This design comes from an exercise in tuning for small area and a short achievable clock period on the open sky130 flow, not from production work.
RTL that was checked went through simulation tests only; none was proved equivalent to the original.
Function not checked in runs 2 and 3: the RTL went through the layout flow alone.
No activity file was given, so power comes from the tool's default toggle rates.

==> flow/design.v (outline; a module is shown in full before it is edited, if it fits) <==
// module DSP: 2874 lines
// module dsp_faf: 8 lines
// module dsp_maj: 5 lines
// module dsp_fa: 6 lines
// module dsp_aoi_gt: 6 lines
// module dsp_aoi_g: 5 lines
// module dsp_oai_gt: 6 lines
// module dsp_oai_g: 5 lines
// module dsp_xor: 5 lines
// module dsp_mxi: 5 lines
// module dsp_xnor: 5 lines
module DSP(A,B,C,D,CLK,CARRYIN,OPMODE,BCIN,RSTA,RSTB,RSTM,RSTP,RSTC,RSTD,RSTCARRYIN,RSTOPMODE,
          CEA,CEB,CEM,CEP,CEC,CED,CECARRYIN,CEOPMODE,PCIN,BCOUT,PCOUT,P,M,CARRYOUT,CARRYOUTF);
  // ...
==> flow/flow/run.sh <==
#!/bin/bash
# Standard layout with two changes: the port buffers are plain buf_1 cells
# instead of the default delay buffers, and ABC maps for a lighter load, so
# that it picks the smaller cell sizes and leaves sizing to the resizer.
export BUFFER_PORTS_ARGS="-buffer_cell sky130_fd_sc_hd__buf_1"
bash standard.sh ABC_LOAD_IN_FF=1 finish > standard.log 2>&1
==> flow/standard.sh <==
#!/bin/bash
# synth_recipe.tcl (not shown) runs the flow's synth.tcl, then flattens the netlist and writes it again
# the make line also repeats each setting of config.mk as NAME=value (left out here)
make -C /OpenROAD-flow-scripts/flow DESIGN_CONFIG=/design/flow/config.mk WORK_HOME=/design/flow/orfs CLKGATE_MAP_FILE= SYNTH_SCRIPT=/design/flow/synth_recipe.tcl "${@:-finish}"
==> flow/config.mk <==
export PLATFORM = sky130hd
export DESIGN_NAME = DSP
export DESIGN_NICKNAME = DSP
export VERILOG_FILES = /design/flow/design.v
export SDC_FILE = /design/flow/constraint.sdc
export NUM_CORES = 4
export LEC_CHECK = 0
export CAP_MARGIN = 20
export CORE_MARGIN = 2
export CORE_UTILIZATION = 60
export PLACE_DENSITY = 0.68
export SETUP_SLACK_MARGIN = 4.0
export SLEW_MARGIN = 20
export SYNTH_HIERARCHICAL = 1
export SYNTH_MINIMUM_KEEP_SIZE = 0
==> flow/constraint.sdc <==
create_clock -name core_clock -period 8.0 [get_ports {CLK}]
set_input_delay 1.6000 -clock core_clock [delete_from_list [all_inputs] [get_ports {CLK}]]
set_output_delay 1.6000 -clock core_clock [all_outputs]
set_load 0.01 [all_outputs]
==> run notes, run 1 <==
* 19.8% — Adder-Cell Fraction of Synth Area
* 0 — number of antenna violations at the first check in global routing
* register — startpoint class of the critical path
* 0.00518 mm² — FF+latch area
* 3990 ps — final worst slack
* XOR/XNOR gates — kind of cell adding the most delay to the critical path
* 197 mW/mm² — PwrDens
* 2905 — cell count after synthesis
* 326 — Port-buffer cells
* 65.0% — GR Util met2
* 12.7% — fraction of layout cells with a size suffix above 1
* 518 — number of tap cells added at floorplan
* 56 — total setup buffers inserted after CTS
* 60.1 mm — final HPWL from detailed placement
* 13 — r2r worst-path depth
* 0 — final setup vio count
* 72 — Placement Rows
* 32.2 mm — wl on met1
* 19.2% — sequential fraction of total cell area
* met4 — uppermost layer routed
* 0 — DRC violations left
* 0.0270 mm² — post-route standard cell area excluding fillers
* complete, no violations — outcome
* 4070 ps — reg-to-reg slack, setup
* 503 ps — minimum hold slack
* 13.8% — compound-cell area share of the yosys netlist
* 0.200 mV — Worst VDD drop
* 0.0235 mm² — Mapped Area
* 0% — Post-synth ARST share
* 8.22% — met3 Usage GRT
* 38.9 mm — met2 WL post-DR
* 24.0% — proportion of power drawn by the clock network
* 6.26 — via density per instance
* 27.2% — Seq pwr share
* 48.7% — power share of the combinational group
* 27.4% — Slew HR
* 224 — clock net sink count
* 0 — hold-fix buffer count after cts
* 23.0 µm — average detailed-routed wire length per instance
* MC_r[10] — Critical R2R Capture
* 51.4% — global routing usage on met1
* 2575 — initial drt markers
==> run 2: changes to the inputs <==
--- a/flow/design.v
+++ b/flow/design.v
@@ -6,17 +6,18 @@
     input [17:0] A,B,D,BCIN;
     input [47:0] C,PCIN;
     output CARRYOUT,CARRYOUTF;
     output [17:0] BCOUT;
     output [35:0] M;
     output [47:0] P,PCOUT;
     reg [17:0] D_r, A_r, B_r;
     reg [47:0] C_r, P_r;
-    reg [7:0]  OP_r;
+    reg [7:4]  OP_r;
+    reg [2:0]  XS_r, ZS_r;
     reg        CYI_r, CYO_r;
     reg        A_z, C_z, M_z;    
     reg [34:0] MS_r;    
     reg [26:0] MC_r;    
     wire [17:0] Dx = D_r ^ {18{OP_r[6]}};
     wire pa_gn0_0;
     wire pa_gn0_1;
     wire pa_tn0_1;
@@ -2019,31 +2020,19 @@
     assign ma_s_23 = ma_p_24 ^ ma_g5_23;
     assign ma_s_24 = ma_p_25 ^ ma_g5_24;
     assign ma_s_25 = ma_p_26 ^ ma_g5_25;
     assign ma_s_26 = ma_p_27 ^ ma_g5_26;
     assign ma_s_27 = ma_p_28 ^ ma_g5_27;
     wire [35:0] msum = {ma_s_27, ma_s_26, ma_s_25, ma_s_24, ma_s_23, ma_s_22, ma_s_21, ma_s_20, ma_s_19, ma_s_18, ma_s_17, ma_s_16, ma_s_15, ma_s_14, ma_s_13, ma_s_12, ma_s_11, ma_s_10, ma_s_9, ma_s_8, ma_s_7, ma_s_6, ma_s_5, ma_s_4, ma_s_3, ma_s_2, ma_s_1, ma_s_0, MS_r[7], MS_r[6], MS_r[5], MS_r[4], MS_r[3], MS_r[2], MS_r[1], MS_r[0]};
     assign mprod = ~msum;
     assign M = mprod;
-    reg [47:0] X, Z;
-    always @(*) begin
-        case (OP_r[1:0])
-        2'd0: X = 48'd0;
-        2'd1: X = {{12{mprod[35]}}, mprod};
-        2'd2: X = P_r;
-        default: X = {D_r[11:0], (A_r & {18{~A_z}}), B_r};
-        endcase
-        case (OP_r[3:2])
-        2'd0: Z = 48'd0;
-        2'd1: Z = PCIN;
-        2'd2: Z = P_r;
-        default: Z = (C_r & {48{~C_z}});
-        endcase
-    end
+    wire [47:0] X = ({48{XS_r[0]}} & {{12{mprod[35]}}, mprod}) | ({48{XS_r[1]}} & P_r) |
+                    ({48{XS_r[2]}} & {D_r[11:0], (A_r & {18{~A_z}}), B_r});
+    wire [47:0] Z = ({48{ZS_r[0]}} & PCIN) | ({48{ZS_r[1]}} & P_r) | ({48{ZS_r[2]}} & (C_r & {48{~C_z}}));
     wire sub = OP_r[7];
     wire [47:0] Zs = Z ^ {48{sub}};
     wire pp_gn0_0;
     wire pp_gn0_1;
     wire pp_tn0_1;
     wire pp_p_1;
     wire pp_gn0_2;
     wire pp_tn0_2;
@@ -2851,17 +2840,22 @@
     assign pp_s_46 = pp_p_47 ^ pp_g7_46;
     assign pp_s_47 = ~(pp_p_48 ^ pp_g6_47);
     wire [47:0] psum = {pp_s_47, pp_s_46, pp_s_45, pp_s_44, pp_s_43, pp_s_42, pp_s_41, pp_s_40, pp_s_39, pp_s_38, pp_s_37, pp_s_36, pp_s_35, pp_s_34, pp_s_33, pp_s_32, pp_s_31, pp_s_30, pp_s_29, pp_s_28, pp_s_27, pp_s_26, pp_s_25, pp_s_24, pp_s_23, pp_s_22, pp_s_21, pp_s_20, pp_s_19, pp_s_18, pp_s_17, pp_s_16, pp_s_15, pp_s_14, pp_s_13, pp_s_12, pp_s_11, pp_s_10, pp_s_9, pp_s_8, pp_s_7, pp_s_6, pp_s_5, pp_s_4, pp_s_3, pp_s_2, pp_s_1, pp_s_0};
     wire cout = pp_g7_48;
     always @(posedge CLK) begin
         if (RSTD) D_r <= 18'd0; else if (CED) D_r <= D;
         if (RSTC) C_z <= 1'b1; else if (CEC) C_z <= 1'b0;
         if (CEC) C_r <= C;
-        if (RSTOPMODE) OP_r <= 8'd0; else if (CEOPMODE) OP_r <= OPMODE;
+        if (RSTOPMODE) begin OP_r <= 4'd0; XS_r <= 3'd0; ZS_r <= 3'd0; end
+        else if (CEOPMODE) begin
+            OP_r <= OPMODE[7:4];
+            XS_r <= {OPMODE[1:0] == 2'd3, OPMODE[1:0] == 2'd2, OPMODE[1:0] == 2'd1};
+            ZS_r <= {OPMODE[3:2] == 2'd3, OPMODE[3:2] == 2'd2, OPMODE[3:2] == 2'd1};
+        end
         if (RSTA) A_z <= 1'b1; else if (CEA) A_z <= 1'b0;
         if (CEA) A_r <= A;
         if (RSTB) B_r <= 18'd0; else if (CEB) B_r <= B_n;
         if (RSTM | (CEM & A_z)) begin MS_r <= {35{1'b1}}; MC_r <= {27{1'b1}}; end
         else if (CEM) begin MS_r <= row0; MC_r <= row1; end
         if (RSTCARRYIN) begin CYI_r <= 1'b0; CYO_r <= 1'b0; end
         else if (CECARRYIN) begin CYI_r <= OP_r[5]; CYO_r <= cout; end
         if (RSTP) P_r <= 48'd0; else if (CEP) P_r <= psum;
==> flow/config.mk (replaced) <==
export PLATFORM = sky130hd
export DESIGN_NAME = DSP
export DESIGN_NICKNAME = DSP
export VERILOG_FILES = /design/flow/design.v
export SDC_FILE = /design/flow/constraint.sdc
export NUM_CORES = 4
export LEC_CHECK = 0
export CAP_MARGIN = 20
export CORE_MARGIN = 2
export CORE_UTILIZATION = 55
export SETUP_SLACK_MARGIN = 4.0
export SLEW_MARGIN = 20
export SYNTH_HIERARCHICAL = 1
export SYNTH_MINIMUM_KEEP_SIZE = 0
==> run 2 against run 1 <==
Routed wire length about the same. Critical path depth increased by 2. Clock skew decreased by 17 ps. Global-route usage decreased by 2.7 points. Synthesized cell count decreased by 3.0%. Final area increased by 1.4%. Core utilization decreased by 4.4 points. Sequential power about the same. First-iteration DRC count decreased by 7.9%. Worst setup slack improved by 21 ps. Register-to-register slack improved by 30 ps. Highest routed layer is now met5.
==> run notes, run 2 <==
* 210 µm — die span in x, was 202 µm
* 23.2 µm — average detailed-routed wire length per instance, was 23.0 µm
* 5.32 mW — power after layout, was 5.31 mW
* 22500 — via count of the routed design, was 23100
* dfxtp_2 — slowest cell on the critical path, was xnor2_1
* 62.2 mm — final HPWL from detailed placement, was 60.1 mm
* 74 — pin count of the biggest net entering global routing, was 73
* 529 x nand2_1, 265 x xor2_1, 243 x nor2_1 — cell types with the highest counts after synthesis, was 628 x nand2_1, 314 x nor2_1, 255 x xor2_1
* 0 — DRC violations left, unchanged
* 3510 — instance count after placement with tap cells included, was 3566
* 2390 ps — worst endpoint data arrival time, was 2410 ps
* 9.78 nW — static leakage, was 9.65 nW
* 84.9 mm — final WL, was 85.0 mm
* 55.6% — Initial Utilization, was 60.9%
* 0 ps — Fin Setup TNS, unchanged
* 3990 ps — clock period minus worst slack, was 4010 ps
* 0 — final setup vio count, unchanged
* 210 µm — height of the chip, was 202 µm
* 496 ps — minimum hold slack, was 503 ps
* 0.172 mV — Worst VDD drop, was 0.200 mV
* P_r[44] — Critical R2R Capture, was MC_r[10]
* 20.0% — Adder-Cell Fraction of Synth Area, was 19.8%
* output port — Crit. End Element, unchanged
* 41.3% — sw frac, was 42.4%
* MS_r[9] — Reg2Reg Launch Point, was B_r[9]
* 4.64% — portion of netlist area occupied by mux cells, was 4.68%
* 45.9% — power share of the combinational group, was 48.7%
* 1 — H-Tree Level Count, unchanged
* 3620 — number of fillers in the final layout, was 3119
* 3.12 mW — internal cell power, was 3.06 mW
* 126 mm — first-pass GRT wire length, was 127 mm
* 3659 — Final Instance Count excl. Fillers, was 3695
* 522 x nand2_1, 314 x buf_1, 256 x xor2_1 — commonest cells after routing, fill and taps aside, was 627 x nand2_1, 317 x buf_1, 274 x nor2_1
* register — startpoint class of the critical path, unchanged
* 65.4% — Core Util, Final, was 69.9%
* complete, no violations — outcome, unchanged
* register to register — worst min path class, unchanged
* 14.8% — compound-cell area share of the yosys netlist, was 13.8%
* 5 — number of antenna violations at the first check in global routing, was 0
* 226 — clock net sink count, was 224
* 60 ps — clock transition time at the flip-flop clock pins of the worst setup and hold paths, about the same
* 4100 ps — reg-to-reg slack, setup, was 4070 ps
* 25.8 ps — post-route clock skew, was 42.3 ps
* 27.8% — Seq pwr share, was 27.2%
* 226 — post-synthesis register bit count, was 224
* 8.26 µm² — Mapped Avg Cell Area, was 8.10 µm²
* 37.5% — Overall Global Routing Usage, was 40.2%
* 0 — max-slew violation count, unchanged
* 3483 — number of nets at the end of the flow, was 3544
* 9.77 mm — routed wl met3, was 9.01 mm
* 2.20 mW — net switching power figure, was 2.26 mW
* 0 — remaining global-route overflow, unchanged
* met5 — uppermost layer routed, was met4
* 0.956 — final weighted congestion of routability-driven global placement, was 0.959
* 3 — maximum buffer depth of the clock tree, unchanged
* done — TritonCTS clock tree, unchanged
* fa_1 17%, dfxtp_1 14%, xor2_1 10% — leading cell types by total area after synthesis, was fa_1 17%, dfxtp_1 13%, nand2_1 10%
* 620 ps — worst-skew pair later-pin latency, was 600 ps
* 17.7% — fraction of layout cells with a size suffix above 1, was 12.7%
* 27.2% — Slew HR, was 27.4%
* M[33] — critical path endpoint, was M[14]
* true — unrepaired setup endpoints after global routing, unchanged
* 346 — I/O Pins, unchanged
* 0% — Post-synth ARST share, unchanged
* nor2_4 > o21ai_4 > buf_4 > a21oi_2 > o21ai_2 > a21oi_4 > o21ai_2 > xnor2_2 > buf_2 — Cell Chain, Critical Path, was nor2_4 > o21ai_4 > a21oi_4 > o21ai_2 > buf_4 > xnor2_1 > buf_1
* 251 MHz — f_max, was 249 MHz
* 30 — number of buffers created by CTS, was 28
* 33.8 mm — wl on met1, was 32.2 mm
* 194 mW/mm² — PwrDens, was 197 mW/mm²
* 8 — total iterations of the first detailed-routing run, was 12
* 16.8% — Yosys top cell area share, was 16.6%
* 49.9% — crit share post-route, was 50.2%
* 7 — Yosys warning total, unchanged
* C_r x48, P_r x48, MS_r x35 — largest registers, unchanged
* 0.0419 mm² — core area, was 0.0386 mm²
* 0 — hold-fix buffer count after cts, unchanged
* 326 — Port-buffer cells, unchanged
* fa_1 — biggest area consumer among synthesized cells, unchanged
* 0.0440 mm² — die area, was 0.0408 mm²
* 75 — Placement Rows, was 72
* clkbuf_16 — clk root buf, unchanged
* 22.3% — share of synthesized area occupied by flip-flops and latches, was 21.9%
* 21700 — via count of the first global-routing pass, was 22400
* 26.3% — proportion of power drawn by the clock network, was 24.0%
* MS_r[12] — start point of the critical path, was MC_r[1]
* 2371 — initial drt markers, was 2575
* 19.7% — area fraction in and, or, nand and nor cells after synthesis, was 19.4%
* 360 ps — delay of the slowest cell on the worst path, was 510 ps
* 6400 ps — data required time at the worst endpoint, about the same
* 47 — synth unique cells, was 52
* 19 — r2r worst-path depth, was 13
* 4 — CP Max Fanout, unchanged
* o21ai_2 — most frequent CP cell
* 37.3 mm — met2 WL post-DR, was 38.9 mm
* 2819 — cell count after synthesis, was 2905
* nand2_1 — count leader, synth, unchanged
* 0 — hold violation total from the final report, unchanged
* 17.7% — post-synthesis to final-layout area growth, was 14.8%
* 0.0179 mm² — multi-input logic area, was 0.0176 mm²
* dfxtp_1 — Most used DFF post-synth, unchanged
* 0 — Max-cap violations, unchanged
* 6.16 — via density per instance, was 6.26
* 0.0233 mm² — Mapped Area, was 0.0235 mm²
* nand2_1 — most common cell after layout, fill and taps aside, unchanged
* 1090 ps — transition time of the tightest slew-check pin, about the same
* 13.3% — xor and xnor area share after synthesis, was 14.1%
* 0.00528 mm² — FF+latch area, was 0.00518 mm²
* 66 — number of flops mapped to enable cells by yosys, unchanged
* register to output port — kind of critical path, unchanged
* 0 — Antenna Violating Nets Remaining, unchanged
* adder cells — dominant combinational cell family by area after synthesis, unchanged
[run 2: cell types whose count changed after synthesis, moves of 21 or more]
cell      change
or3_1        +43
inv_1        -35
nor2b_1      -51
a22o_1       +38
nand2_1      -99
or2_2        +38
o21ai_0      +35
xnor2_1      -36
a21oi_1      +21
a222oi_1     -27
nor2_1       -71
and3b_1      +45
[run 2: through the flow]
stage / setup slack (ps) / area [µm²]
after floorplan: 4030 / 23300
after global placement: 3100 / 24400
after detailed placement: 3100 / 24400
after CTS: 3920 / 26500
after global routing: 3880 / 27400
final: 4010 / 27400
[run 2: power by group through the flow]
stage | Clock [mW] | Sequential [mW] | Combinational (mW)
floorplan | 0 | 1.40 | 1.70
global placement | 0 | 1.50 | 2.11
detailed placement | 0 | 1.51 | 2.17
CTS | 1.41 | 1.45 | 2.31
global route | 1.45 | 1.49 | 2.64
finish | 1.40 | 1.48 | 2.44
[run 2: cells by family after synthesis]
| kind of cell | after synthesis |
|---|---|
| muxes | 108 |
| adders and majority gates | 262 |
| DFF | 226 |
| buffers and inverters | 261 |
| other | 2 |
| and+or+nand+nor | 1025 |
| AOI/OAI and AO/OA | 581 |
| xor gates and xnor gates | 354 |
[run 2: layer usage]
metal / GRT usage [%] / vias to the layer above
li1: - / 10000
met1: 49.3 / 10900
met2: 58.1 / 1376
met3: 10.5 / 245
met4: 15.9 / 8
met5: 0 / -
[run 2: repair_timing]
item,CTS,global route
buffers inserted,71,19
endpoints found under the setup margin,65,55
pin swaps,20,26
resized for setup,99,237
cloned,0,1
[run 2: how the worst min path moves through the flow]
stage            start  endpoint  slack (ps)  cells past startpoint
2_1_floorplan  OP_r[5]   OP_r[5]         460                      2
3_3_place_gp   OP_r[5]   OP_r[5]         470                      2
5_1_grt         B_r[9]    B_r[9]         520                      2
6_report        B_r[9]    B_r[9]         500                      2
3_5_place_dp    B_r[9]    B_r[9]         490                      2
4_1_cts         B_r[9]    B_r[9]         490                      2
[run 2: per-module statistics from Yosys (local to each module, per instance), excerpt]
module      cell area [µm²]  cells inside  flops+latches
dsp_maj                11.3             1              0
dsp_fa                 20.0             1              0
dsp_aoi_g              5.00             1              0
dsp_aoi_gt             8.76             2              0
DSP                   14300          1836            226
dsp_xor                8.76             1              0
dsp_xnor               8.76             1              0
dsp_oai_g              5.00             1              0
dsp_oai_gt             8.76             2              0
[run 2: cell type report]
cell class,instances,area share (%)
Inverter,45,0.631
Clock buffer,42,3.25
Timing Repair inverter,1,0.0183
Clock inverter,14,0.475
Multi-Input combinational cell,2338,65.2
Tap cell,539,2.46
Sequential cell,226,19.3
Timing Repair Buffer,452,8.67
Antenna cell,2,0.0183
[run 2: critical path, delay by kind of cell (launching register included)]
kind / cells / cell delay (ps)
flip-flops: 1 / 360
AND/OR/NAND/NOR: 1 / 180
AO/OA/AOI/OAI: 5 / 680
XOR/XNOR: 1 / 230
buffers and inverters: 2 / 330
==> run 3: changes to the inputs <==
--- a/flow/config.mk
+++ b/flow/config.mk
@@ -8,7 +8,7 @@
 export CAP_MARGIN = 20
 export CORE_MARGIN = 2
 export CORE_UTILIZATION = 55
-export SETUP_SLACK_MARGIN = 4.0
+export SETUP_SLACK_MARGIN = 4.2
 export SLEW_MARGIN = 20
 export SYNTH_HIERARCHICAL = 1
 export SYNTH_MINIMUM_KEEP_SIZE = 0
==> run 3 against run 2 <==
Power is 0.49% higher. Maximum frequency is 1.6% higher. Hold slack better by 12 ps. Sequential share of layout area is 0.11 points lower. Register-to-register slack better by 100 ps. Cell count is 1.3% higher. Global-route usage is 0.072 points higher. Combinational power is 3% higher. Area after synthesis stayed put. Critical path depth is 2 lower. Via count is 0.95% higher. Critical path type unchanged.
==> run notes, run 3 <==
* 0.228 mV — Worst VDD drop, was 0.172 mV
* 610 ps — worst-skew pair later-pin latency, was 620 ps
* true — unrepaired setup endpoints after global routing, unchanged
* 0.0440 mm² — die area, unchanged
* 0 — final setup vio count, unchanged
* 60 ps — clock transition time at the flip-flop clock pins of the worst setup and hold paths, about the same
* 75 — Placement Rows, unchanged
* 210 µm — height of the chip, unchanged
* 37.6% — Overall Global Routing Usage, was 37.5%
* 0.962 — final weighted congestion of routability-driven global placement, was 0.956
* 4070 ps — final worst slack, was 4010 ps
* 3532 — number of nets at the end of the flow, was 3483
* fa_1 17%, dfxtp_1 14%, xor2_1 10% — leading cell types by total area after synthesis, unchanged
* 1090 ps — transition time of the tightest slew-check pin, about the same
* 255 MHz — f_max, was 251 MHz
* 6400 ps — data required time at the worst endpoint, about the same
* 86.7 mm — final WL, was 84.9 mm
* 29 — number of buffers created by CTS, was 30
* 22.3% — share of synthesized area occupied by flip-flops and latches, unchanged
* 55.6% — Initial Utilization, unchanged
* 0% — Post-synth ARST share, unchanged
* 23.4 µm — average detailed-routed wire length per instance, was 23.2 µm
* clkbuf_16 — clk root buf, unchanged
* 61.5 mm — final HPWL from detailed placement, was 62.2 mm
* 21900 — via count of the first global-routing pass, was 21700
* 191 mW/mm² — PwrDens, was 194 mW/mm²
* done — TritonCTS clock tree, unchanged
* 14.8% — compound-cell area share of the yosys netlist, unchanged
* 20.0% — Adder-Cell Fraction of Synth Area, unchanged
* 0 — hold-fix buffer count after cts, unchanged
* 210 µm — die span in x, unchanged
* MC_r[26] — hold wc startpoint, was B_r[9]
* 0 — Max-cap violations, unchanged
* 20.1% — post-synthesis to final-layout area growth, was 17.7%
* nand2_1 — count leader, synth, unchanged
* 0 — max-slew violation count, unchanged
* 2330 ps — worst endpoint data arrival time, was 2390 ps
* 3930 ps — clock period minus worst slack, was 3990 ps
* adder cells — dominant combinational cell family by area after synthesis, unchanged
* 0 ps — Fin Setup TNS, unchanged
* 226 — clock net sink count, unchanged
* register to register — worst min path class, unchanged
* 346 — I/O Pins, unchanged
* 0 — Antenna Violating Nets Remaining, unchanged
* 0 — hold violation total from the final report, unchanged
* 6 — total iterations of the first detailed-routing run, was 8
* 94 — pin count of the biggest net entering global routing, was 74
* 13.3% — xor and xnor area share after synthesis, unchanged
* 6.14 — via density per instance, was 6.16
* 529 x nand2_1, 265 x xor2_1, 243 x nor2_1 — cell types with the highest counts after synthesis, unchanged
* 19 — r2r worst-path depth, unchanged
* 20.7% — fraction of layout cells with a size suffix above 1, was 17.7%
* output port — Crit. End Element, unchanged
* 66 — number of flops mapped to enable cells by yosys, unchanged
* 3300 ps — Worst Setup Slack post-DPL, was 3100 ps
* 3 — maximum buffer depth of the clock tree, unchanged
* MC_r[26] — Worst Hold Endpoint, was B_r[9]
* 2 — cell depth of the worst min-delay path, unchanged
* dfxtp_1 — Most used DFF post-synth, unchanged
* 8.26 µm² — Mapped Avg Cell Area, unchanged
* 226 — post-synthesis register bit count, unchanged
* 127 mm — first-pass GRT wire length, was 126 mm
* register — startpoint class of the critical path, unchanged
* 3502 — instance count after placement with tap cells included, was 3510
* 27.1% — Slew HR, was 27.2%
* 4200 ps — reg-to-reg slack, setup, was 4100 ps
* register to output port — kind of critical path, unchanged
* 0 — DRC violations left, unchanged
* 0 — remaining global-route overflow, unchanged
* MC_r[6] — Reg2Reg Launch Point, was MS_r[9]
* 49.1% — crit share post-route, was 49.9%
* 22700 — via count of the routed design, was 22500
* 2819 — cell count after synthesis, unchanged
* 10.1 nW — static leakage, was 9.78 nW
* fa_1 — biggest area consumer among synthesized cells, unchanged
* 47 — synth unique cells, unchanged
* 4.64% — portion of netlist area occupied by mux cells, unchanged
* 7 — Yosys warning total, unchanged
* 19.7% — area fraction in and, or, nand and nor cells after synthesis, unchanged
* complete, no violations — outcome, unchanged
* 30.7 ps — post-route clock skew, was 25.8 ps
* 1 — H-Tree Level Count, unchanged
* 326 — Port-buffer cells, unchanged
* nand2_1 — most common cell after layout, fill and taps aside, unchanged
* 3706 — Final Instance Count excl. Fillers, was 3659
* 508 ps — minimum hold slack, was 496 ps
* 0.0233 mm² — Mapped Area, unchanged
* C_r x48, P_r x48, MS_r x35 — largest registers, unchanged
* 4 — CP Max Fanout, unchanged
* 5 — number of antenna violations at the first check in global routing, unchanged
* 521 x nand2_1, 305 x buf_1, 256 x xor2_1 — commonest cells after routing, fill and taps aside, was 522 x nand2_1, 314 x buf_1, 256 x xor2_1
* 2342 — initial drt markers, was 2371
* P_r[39] — Critical R2R Capture, was P_r[44]
* 16.8% — Yosys top cell area share, unchanged
* 0.0419 mm² — core area, unchanged
==> run 3: cell counts after synthesis <==
Identical to the previous run, type by type.
==> run 3: cell families after synthesis <==
logic type,Yosys count
AO/OA/AOI/OAI,581
XOR/XNOR,354
adder cells (fa/ha/maj),262
buffers and inverters,261
flip-flops,226
multiplexers,108
other,2
AND/OR/NAND/NOR,1025
==> run 3: per-stage QoR <==
step,utilization (%),power (mW),cell area [µm²]
3_5_place_dp,58.3,3.68,24400
4_1_cts,64.6,5.19,27000
2_1_floorplan,-,3.10,23300
3_3_place_gp,58.3,3.61,24400
5_1_grt,66.8,5.60,27900
6_report,66.8,5.34,27900
==> run 3: what timing repair did <==
item | 4_1_cts | 5_1_grt
gates resized for setup | 287 | 143
buffers inserted | 98 | 48
pin swaps | 62 | 30
cloned | 1 | 2
endpoints found under the hold margin | 0 | 0
setup endpoints to repair | 89 | 67
==> run 3: layer usage <==
layer	up-vias	track usage [%]	share of wire [%]	routed length, µm
li1	10200	-	-	-
met1	11000	51.1	41	35600
met2	1369	58.3	44	38000
met3	213	9.02	11	9520
met4	10	14.0	4.0	3500
met5	-	0	0.082	71
==> run 3: how the worst max path moves through the flow <==
stage / startpoint / end / slack [ps] / cells after the start
after global routing: MS_r[14] / P_r[40] / 3990 / 19
final: MC_r[6] / M[17] / 4070 / 7
after global placement: PCIN[0] / CYO_r / 3320 / 13
after CTS: MC_r[8] / M[35] / 4130 / 10
after detailed placement: PCIN[0] / CYO_r / 3300 / 13
after floorplan: B_r[1] / MC_r[1] / 4150 / 12
==> run 3: layout make-up <==
class	count	area, µm²
timing repair buffer	502	2870
timing repair inverter	1	5.00
inverter	45	175
antenna	1	2.50
clock inverter	17	136
clock buffer	37	818
fill	3479	13900
sequential	226	5360
tap	539	674
multi-input combinational	2338	17900
==> run 3: report_power, final <==
part | internal (mW) | switching, mW | leakage [nW]
Sequential | 1.31 | 0.183 | 1.95
Combinational | 1.06 | 1.45 | 7.66
Clock | 0.759 | 0.574 | 0.481
Total | 3.13 | 2.21 | 10.1
==> run 3: worst max-delay path, cell delays in order, from the launching register on <==
cell,delay [ps]
dfxtp_4,370
nor2_4,210
o21ai_4,90
a21oi_2,220
o21ai_2,110
a21oi_4,200
xor2_2,310
buf_2,210
==> run 3: modules after synthesis (local to each module, per instance), a selection <==
| module | cells inside | copies in the design |
|---|---|---|
| DSP | 1836 | 1 |
| dsp_aoi_g | 1 | 42 |
| dsp_fa | 1 | 195 |
| dsp_maj | 1 | 67 |
| dsp_oai_g | 1 | 50 |
| dsp_oai_gt | 2 | 110 |
| dsp_xnor | 1 | 17 |
| dsp_xor | 1 | 228 |

==> static timing again, ports no longer ideal <==
The flow's constraints put no driver on any port. The routed layouts listed below were extracted and timed again, unchanged, in two steps.
Step 1 (the two cells are an assumption about what drives the block):
set clk [get_ports {CLK}]
set_driving_cell -lib_cell sky130_fd_sc_hd__clkbuf_16 $clk
set_driving_cell -lib_cell sky130_fd_sc_hd__buf_2 [delete_from_list [all_inputs] $clk]
Step 2 also shifts input and output timing later by t, the mid clock arrival at the registers, as if the neighbouring blocks saw the same clock.
Slacks: no drivers / after step 1 / after step 2; pairs: no drivers / after step 1.
| run | t (ns) | setup slack, ns | latest minus earliest clock arrival (ns) | pins driven straight from the clock port |
|---|---|---|---|---|
| run 1 | 0.633 | 3.988 / 3.932 / 3.570 | 0.043 / 0.043 | 1 |
| run 2 | 0.665 | 4.009 / 3.948 / 3.520 | 0.026 / 0.026 | 1 |
| run 3 | 0.658 | 4.072 / 4.013 / 3.663 | 0.032 / 0.032 | 1 |
After both steps setup and hold are still met in every run listed. For run 2, which loses most, drivers alone change the setup slack by -0.061 ns; drivers and shift together by -0.489 ns.
